This design comes from an exercise in tuning for small area on the open sky130 flow, not from production work.
The RTL was checked by simulation tests, not by an equivalence proof against the original design.
No activity file was given, so power comes from the tool's default toggle rates.

==> flow/design.v <==
module UART_top #(parameter debounce_period_Hz = 10000,
                  parameter clk_divisor = 868,
                  parameter num_bits = 8,
                  parameter parity = 0)
(
  input  logic       clk,
  input  logic       RSTn,
  input  logic       start,
  input  logic [7:0] data_in,
  output logic [7:0] data_out,
  input  logic       RX,
  output logic       TX
);
logic        s1, thr, btn;
logic [13:0] dq;
wire [13:0] dl     = dq ^ 14'h2aaa;
wire        d_x    = start ^ s1;
wire        d_last = (dl == 14'h1560);
wire [13:0] d_sh   = {dl[12:0], ^(dl & 14'h2001)};
wire [13:0] d_nx   = thr ? 14'h3ffe : (d_x && !d_last) ? 14'h3fff : d_sh;
wire        go     = thr & start & ~btn;
always_ff @(posedge clk or negedge RSTn)
  if (!RSTn) begin
    s1 <= 1'b0; thr <= 1'b0; btn <= 1'b0; dq <= 14'h1557;
  end else begin
    s1  <= start;
    thr <= d_last;
    if (thr) btn <= start;
    dq  <= d_nx ^ 14'h2aaa;
  end
localparam logic [3:0] HALF = 4'd15, IDLE = 4'd10;
function automatic logic [3:0] inc4(input logic [3:0] k, input logic a);
  inc4 = k ^ {a & k[2] & k[1] & k[0], a & k[1] & k[0], a & k[0], a};
endfunction
logic [3:0] tk;
logic [9:0] tc;
logic       txr, pre, f;
wire [9:0] tl     = tc ^ 10'h155;
wire       t_term = (tl == 10'h155);
wire       t_idle = tk[3] & tk[1] & ~tk[0];
wire       t_acc  = go;
wire [9:0] t_sh   = {tl[8:0], ^(tl & 10'h300)};
wire [9:0] t_nx   = t_acc ? 10'h141 : t_term ? 10'h4 : t_sh;
wire       par    = ^data_in;
always_comb
  if (tk[3]) f = ~tk[2] & (tk[0] | par);    
  else       f = data_in[tk[2:0]];
always_ff @(posedge clk) begin
  pre <= f;
  tc  <= t_nx ^ 10'h155;
end
always_ff @(posedge clk or negedge RSTn)
  if (!RSTn) begin
    tk <= IDLE; txr <= 1'b1;
  end else begin
    if (t_term && !t_idle) txr <= pre;
    if (t_acc) tk <= HALF;
    else       tk <= inc4(tk, t_term & ~t_idle);
  end
assign TX = txr;
logic       sr;
logic [3:0] rk;
logic [9:0] rc;
logic [7:0] dout;
wire [9:0] rl     = rc ^ 10'h155;
wire       r_term = (rl == 10'h155);
wire       r_idle = rk[3] & rk[1] & ~rk[0];
wire       r_acc  = r_idle & ~sr;
wire [9:0] r_sh   = {rl[8:0], ^(rl & 10'h300)};
wire [9:0] r_nx   = r_acc ? 10'h3e : r_term ? 10'h4 : r_sh;
always_ff @(posedge clk) rc <= r_nx ^ 10'h155;
always_ff @(posedge clk or negedge RSTn)
  if (!RSTn) begin
    sr <= 1'b1; rk <= IDLE; dout <= 8'd0;
  end else begin
    sr <= RX;
    if (r_acc) rk <= HALF;
    else       rk <= inc4(rk, r_term & ~r_idle);
    for (int i = 0; i < 8; i++)
      if (r_term && rk == i) dout[i] <= sr;
  end
assign data_out = dout;
endmodule
==> flow/run.sh <==
#!/bin/bash
# synth_recipe.tcl (not shown) runs the flow's synth.tcl, then flattens the netlist and writes it again
# the make line also repeats each setting of config.mk as NAME=value (left out here)
make -C /OpenROAD-flow-scripts/flow DESIGN_CONFIG=/design/flow/config.mk WORK_HOME=/design/flow/orfs CLKGATE_MAP_FILE= SYNTH_SCRIPT=/design/flow/synth_recipe.tcl finish
==> flow/config.mk <==
export PLATFORM = sky130hd
export DESIGN_NAME = UART_top
export DESIGN_NICKNAME = UART_top
export VERILOG_FILES = /design/flow/design.v
export SDC_FILE = /design/flow/constraint.sdc
export NUM_CORES = 4
export LEC_CHECK = 0
export CAP_MARGIN = 20
export CORE_MARGIN = 2
export CORE_UTILIZATION = 50
export CTS_BUF_LIST = sky130_fd_sc_hd__clkbuf_4 sky130_fd_sc_hd__clkbuf_8
export CTS_CLUSTER_DIAMETER = 500
export CTS_CLUSTER_SIZE = 100
export SLEW_MARGIN = 20
==> flow/constraint.sdc <==
create_clock -name core_clock -period 10.0 [get_ports {clk}]
set_input_delay 2.0000 -clock core_clock [delete_from_list [all_inputs] [get_ports {clk}]]
set_output_delay 2.0000 -clock core_clock [all_outputs]
set_load 0.01 [all_outputs]
==> summary.txt <==
-- synth_stat cells (all sizes together) --
master and instances:
and2 1, inv 4, nand4bb 1, nand3 7, a211oi 1, and4 1
or3b 1, dfxtp 21, a21boi 1, dfrtp 21, nand2b 6, o21ai 6
nand4b 3, nand2 16, or3 1, nand3b 2, xor2 2, nor2 25
buf 1, ha 2, o41ai 1, a221oi 1, mux2 9, o31ai 1
nor2b 2, mux4 2, and2b 1, nor4 6, nor3 2, dfstp 14
a21oi 3, clkbuf 3, nand4 5, xnor2 12
-- cell families (layout without fill, tap and decap cells) --
family / Yosys count / count (layout) / share of synthesized area, %
and+or+nand+nor: 80 / 80 / 20.07
buffers and inverters: 8 / 33 / 1.557
DFF: 56 / 56 / 60.55
xor gates and xnor gates: 14 / 14 / 5.652
adders and majority gates: 2 / 2 / 1.153
muxes: 11 / 11 / 6.747
AOI/OAI and AO/OA: 14 / 14 / 4.268
-- worst max path at each step --
stage,startpoint,endpoint,depth (start not counted)
6_report,txr,TX,1
5_1_grt,txr,TX,1
4_1_cts,txr,TX,1
3_5_place_dp,data_in[7],pre,5
3_3_place_gp,data_in[7],pre,5
2_1_floorplan,data_in[7],pre,4
-- final cells by class --
cell class / instances / area [sq um]
clock buffers: 6 / 76.32
well taps: 50 / 62.56
multi-input cells: 121 / 822.0
fillers: 348 / 1575
inverters: 4 / 15.01
clock inverters: 2 / 13.76
repair buffers: 21 / 207.7
flip-flops and latches: 56 / 1314
-- layer usage --
| layer | vias to the layer above | GRT usage [%] | share of wire [%] | wire length [um] |
|---|---|---|---|---|
| met3 | 4 | 4.473 | 4.7 | 170 |
| li1 | 685 | - | - | - |
| met4 | 0 | 5.128 | 1.0 | 37 |
| met2 | 27 | 26.24 | 46 | 1648 |
| met5 | - | 0 | 0 | 0 |
| met1 | 668 | 20.47 | 48 | 1724 |
-- through the flow --
step           hold WS (ps)  setup WS [ps]  area, sq um  total power, W
3_5_place_dp          368.0           6647         2421       0.0002537
4_1_cts               404.1           6602         2511       0.0003755
3_3_place_gp          379.1           6688         2421       0.0002525
6_report              402.1           6613         2511       0.0003716
5_1_grt               429.0           6548         2511       0.0003872
2_1_floorplan         358.3           7163         2170       0.0002435
-- power by group through the flow --
stage          Combinational, W  Clock (W)  Sequential (W)
2_1_floorplan        0.00000934          0        0.000234
3_3_place_gp          0.0000180          0        0.000235
3_5_place_dp          0.0000190          0        0.000235
4_1_cts               0.0000190   0.000126        0.000230
5_1_grt               0.0000204   0.000136        0.000231
6_report              0.0000185   0.000123        0.000230
-- sequential cells by signal, indices dropped and copies added, names as in the netlist --
name	count
thr	1
rc	10
dq	14
sr	1
btn	1
txr	1
pre	1
rk	4
tk	4
s1	1
tc	10
dout	8
==> flow_summary.yaml <==
status:
  outcome: "no timing/DRC/antenna violations"
clocking:
  cts.reportedPaths.clkPinSlew_ps: 100
  postCtsSetupRepairBufs: 0
  cts_sinks: 56
  postCtsHoldBufs: 0
  cts.htree.levels: 2
  cts_root_buffer: "clkbuf_8"
  clk_path_buf_depth: 2
  cts_resized: 0
  insertion_delay_ps: 300
  cts_tree: "yes"
  cts-buffers-inserted: 5
power_and_ir_drop:
  clkPwrFrac_pct: 33.1
  combPwrFrac_pct: 5.0
  ir_drop_v: 0.00008541
  power.internal_w: 0.0002911
  power_density_nw_per_um2: 148.0
  p_sw_w: 0.00008048
  seqPwrFrac_pct: 62.0
  swShare_pct: 21.66
  leakagePower_nw: 1.062
grt:
  grt_pass1_vias: 1464
  grt_max_degree: 36
  grt_first_pass_wirelength_mm: 6.265
  overflow: 0
  track_usage_pct: 15.97
  antenna_found_initial: 0
finish:
  fin_nets: 223
  final_util_pct: 61.45
  syn2layout_area_growth_pct: 15.74
  layout.cells.non_filler: 260
  final_common_cell: "nor2_1"
  final_cell_mix: "nor2_1 (25), dfrtp_1 (21), dfxtp_1 (21), clkdlybuf4s50_1 (20), nand2_1 (16)"
  drive_gt1_share_pct: 14.76
  antenna_cells: 0
timing:
  rsz0062_at_grt: "false"
  final-max-slew-violation-count: 0
  worst_slew_pin_slew_ps: 478.0
  post-route-min-period_ps: 3387
  finalHoldViolCount: 0
  setup_viol: 0
  min_period_over_period_pct: 33.87
  finClkSkew_ps: 13.27
  slew_headroom_pct: 67.84
  max_freq_ghz: 0.2953
  setup_tns_ps: 0
worst_setup_path:
  critPathTopFamily: "flip-flops"
  cp_cell_sequence: "clkdlybuf4s50_1"
  endpoint_kind: "primary output"
  critPathSlowestCell: "dfstp_2"
  reg2reg_depth: 5
  crit_path_max_fanout: 2
  timing.rr.end: "tk[0]"
  path_buf_inv: 1
  crit_required_ps: 8000
  r2r_slack_ps: 8230
  start_kind: "flip-flop"
  slowest_delay_ps: 550
  crit_type: "flip-flop to primary output"
  arrival_ps: 1390
  timing.rr.start: "tc[4]"
worst_hold_path:
  min_from: "dq[11]"
  min_to: "dq[12]"
  hp-class: "flip-flop to flip-flop"
  hold_path_depth: 1
route:
  wire_per_inst_um: 13.77
  drt-total-wl_mm: 3.581
  ant_nets: 0
  drc_errors: 0
  viasPerCell: 5.323
  dr.pass1.iters: 4
  drt_iter0_markers: 71
  vias: 1384
placement:
  io_buffers: 20
  place.gp.congestion: 0.7721
  dp_cells: 252
  dp_hpwl_mm: 2.628
floorplan:
  core_region_area_sq_um: 4086
  num_io_pins: 21
  die_w_um: 69.87
  die_h_um: 69.87
  die_area_sq_um: 4882
  num_rows: 23
  initial_core_util_pct: 53.09
synthesis:
  netlist_instances: 185
  synth_top_area_share_pct: 24.22
  synth.avg_cell_area_sq_um: 11.73
  synth_area_sq_um: 2170
  syn_nets: 199
  ys_warn_count: 1
  yosys.area.top_type: "dfrtp_1"
  seq_area_frac_synth_pct: 60.55
  synthTopCellsByArea: "dfrtp_1 (24%), dfxtp_1 (19%), dfstp_2 (17%)"
  ys_ff_latch: 56
  synthDistinctLibCells: 39
job:
  cap_violations: 0

==> static timing again, ports no longer ideal <==
The flow's constraints put no driver on any port. The routed layout listed below was extracted and timed again, unchanged, in two steps. Step 1 sets driving cells, clkbuf_16 on the clock port and buf_2 on the other inputs (assumed; they add their load-dependent delay and slew). Step 2 moves the port delays by t, midway between the first and last clock arrival at a register: inputs arrive t later, outputs are due t later. That takes back most of the time a late clock gives input paths. Three values: no drivers, after step 1, after step 2; two values: the first two.
t (ns): 0.321
setup slack, ns: 6.613 / 6.586 / 6.665
latest minus earliest clock arrival (ns): 0.014 / 0.014
worst register clock-pin slew, ns: 0.10 / 0.10
pins driven straight from the clock port: 1
After both steps this run still meets setup and hold. The setup slack of this run moves by -0.027 ns with the drivers and by +0.052 ns with both steps.
